This design comes from an exercise in tuning for a short achievable clock period and few clock cycles per item on the open sky130 flow, not from production work. Only simulation tests tie the RTL to the original design; equivalence was not proved. Power and IR drop assume default switching activity.

red:
// uiFDMA
module uiFDMA#
(
parameter  integer         M_AXI_ID_WIDTH			= 3		    ,
parameter  integer         M_AXI_ID			        = 0		    ,
parameter  integer         M_AXI_ADDR_WIDTH			= 32		,
parameter  integer         M_AXI_DATA_WIDTH			= 128		,
parameter  integer		  M_AXI_MAX_BURST_LEN       = 64
)
(
input   wire [M_AXI_ADDR_WIDTH-1 : 0]      fdma_waddr          ,
input                                      fdma_wareq          ,
input   wire [15 : 0]                      fdma_wsize          ,
output                                     fdma_wbusy          ,
input   wire [M_AXI_DATA_WIDTH-1 :0]       fdma_wdata		   ,
output  wire                               fdma_wvalid         ,
input	wire                               fdma_wready		   ,
input   wire [M_AXI_ADDR_WIDTH-1 : 0]      fdma_raddr          ,
input                                      fdma_rareq          ,
input   wire [15 : 0]                      fdma_rsize          ,
output                                     fdma_rbusy          ,
output  wire [M_AXI_DATA_WIDTH-1 :0]       fdma_rdata		   ,
output  wire                               fdma_rvalid         ,
input	wire                               fdma_rready		   ,
input 	wire  								M_AXI_ACLK			,
input 	wire  								M_AXI_ARESETN		,
output 	wire [M_AXI_ID_WIDTH-1 : 0]		    M_AXI_AWID			,
output 	wire [M_AXI_ADDR_WIDTH-1 : 0] 	    M_AXI_AWADDR		,
output 	wire [7 : 0]						M_AXI_AWLEN			,
output 	wire [2 : 0] 						M_AXI_AWSIZE		,
output 	wire [1 : 0] 						M_AXI_AWBURST		,
output 	wire  								M_AXI_AWLOCK		,
output 	wire [3 : 0] 						M_AXI_AWCACHE		,
output 	wire [2 : 0] 						M_AXI_AWPROT		,
output 	wire [3 : 0] 						M_AXI_AWQOS			,
output 	wire  								M_AXI_AWVALID		,
input	wire  								M_AXI_AWREADY		,
output  wire [M_AXI_ID_WIDTH-1 : 0] 		M_AXI_WID			,
output  wire [M_AXI_DATA_WIDTH-1 : 0] 	    M_AXI_WDATA			,
output  wire [M_AXI_DATA_WIDTH/8-1 : 0] 	M_AXI_WSTRB			,
output  wire  								M_AXI_WLAST			,
output  wire  								M_AXI_WVALID		,
input   wire  								M_AXI_WREADY		,
input   wire [M_AXI_ID_WIDTH-1 : 0] 		M_AXI_BID			,
input   wire [1 : 0] 						M_AXI_BRESP			,
input   wire  								M_AXI_BVALID		,
output  wire  								M_AXI_BREADY		,
output  wire [M_AXI_ID_WIDTH-1 : 0] 		M_AXI_ARID			,
output  wire [M_AXI_ADDR_WIDTH-1 : 0] 	    M_AXI_ARADDR		,
output  wire [7 : 0] 						M_AXI_ARLEN			,
output  wire [2 : 0] 						M_AXI_ARSIZE		,
output  wire [1 : 0] 						M_AXI_ARBURST		,
output  wire  								M_AXI_ARLOCK		,
output  wire [3 : 0] 						M_AXI_ARCACHE		,
output  wire [2 : 0] 						M_AXI_ARPROT		,
output  wire [3 : 0] 						M_AXI_ARQOS			,
output  wire  								M_AXI_ARVALID		,
input   wire  								M_AXI_ARREADY		,
input   wire [M_AXI_ID_WIDTH-1 : 0] 		M_AXI_RID			,
input   wire [M_AXI_DATA_WIDTH-1 : 0] 	    M_AXI_RDATA			,
input   wire [1 : 0] 						M_AXI_RRESP			,
input   wire  								M_AXI_RLAST			,
input   wire  								M_AXI_RVALID		,
output  wire  								M_AXI_RREADY
	);
Settings: LEC_CHECK=0, ABC_CLOCK_PERIOD_IN_PS=1700, CAP_MARGIN=20, CORE_AREA=10 10 270 270, CTS_CLUSTER_DIAMETER=100, CTS_CLUSTER_SIZE=30, DIE_AREA=0 0 280 280, SETUP_SLACK_MARGIN=1.6, SLEW_MARGIN=20; clock period 3.3 ns.
standard.sh (not shown) runs the stock make flow with config.mk's settings and CLKGATE_MAP_FILE= SYNTH_SCRIPT=/design/flow/synth_recipe.tcl, a recipe that flattens the netlist after the stock synthesis.
==> flow/flow/run.sh <==
#!/bin/bash
# The standard ORFS layout (the standard.sh), with the port buffers that
# buffer_ports inserts made plain buf_4 cells instead of the library's
# smallest buffer (a delay cell), so that the paths through them start fast.
set -euo pipefail
bash standard.sh "BUFFER_PORTS_ARGS=-buffer_cell sky130_fd_sc_hd__buf_4" finish > standard_flow.log 2>&1
Testbench counts of red, summed over its fixed seeds: cycles 60,917, beats 98,576.
Input-level comparison between blue and red:
Settings: CTS_CLUSTER_DIAMETER no longer set, was 100; CTS_CLUSTER_SIZE no longer set, was 30.
## What came out
The flow did not stop early for blue: all stages ran, and the layout cleared the timing, DRC and antenna checks. Delta(part of the power in registers, blue - red) < 0. Total detailed-routing wirelength on blue is up relative to red. Of red and blue, blue shows the higher number of design-rule violations left by the first detailed-router iteration, with red below it. Delta (blue minus red): internal portion of total power went up 23%, number of antenna violations at the first check in global routing grew by about 2.4%, worst-case setup margin in the final layout +0.013 ns, clock share of power moved up. met2 usage in global routing for blue: 1.2 points up relative to red. The standard cells in blue occupy more silicon area than those in red do.

[what the ideal ports hide]
Ports are ideal in the flow. The routed layouts listed here were re-timed in OpenROAD. Step 1, drivers: a clkbuf_16 drives M_AXI_ACLK and a buf_2 each remaining input, both assumed. Step 2 also shifts input and output timing later by t, the mid clock arrival at the registers, as if the neighbouring blocks saw the same clock. Slacks: ideal ports / drivers / drivers and shift; pairs: ideal ports / drivers.
run | t (ns) | slack for setup (ns) | clock arrival spread, ns
red | 0.688 | 1.418 / 1.347 / 1.096 | 0.042 / 0.042
blue | 0.722 | 1.430 / 1.359 / 1.043 | 0.021 / 0.022
After both steps every run listed still meets setup and hold. For blue, which loses most, drivers alone change the setup slack by -0.071 ns; drivers and shift together by -0.387 ns.
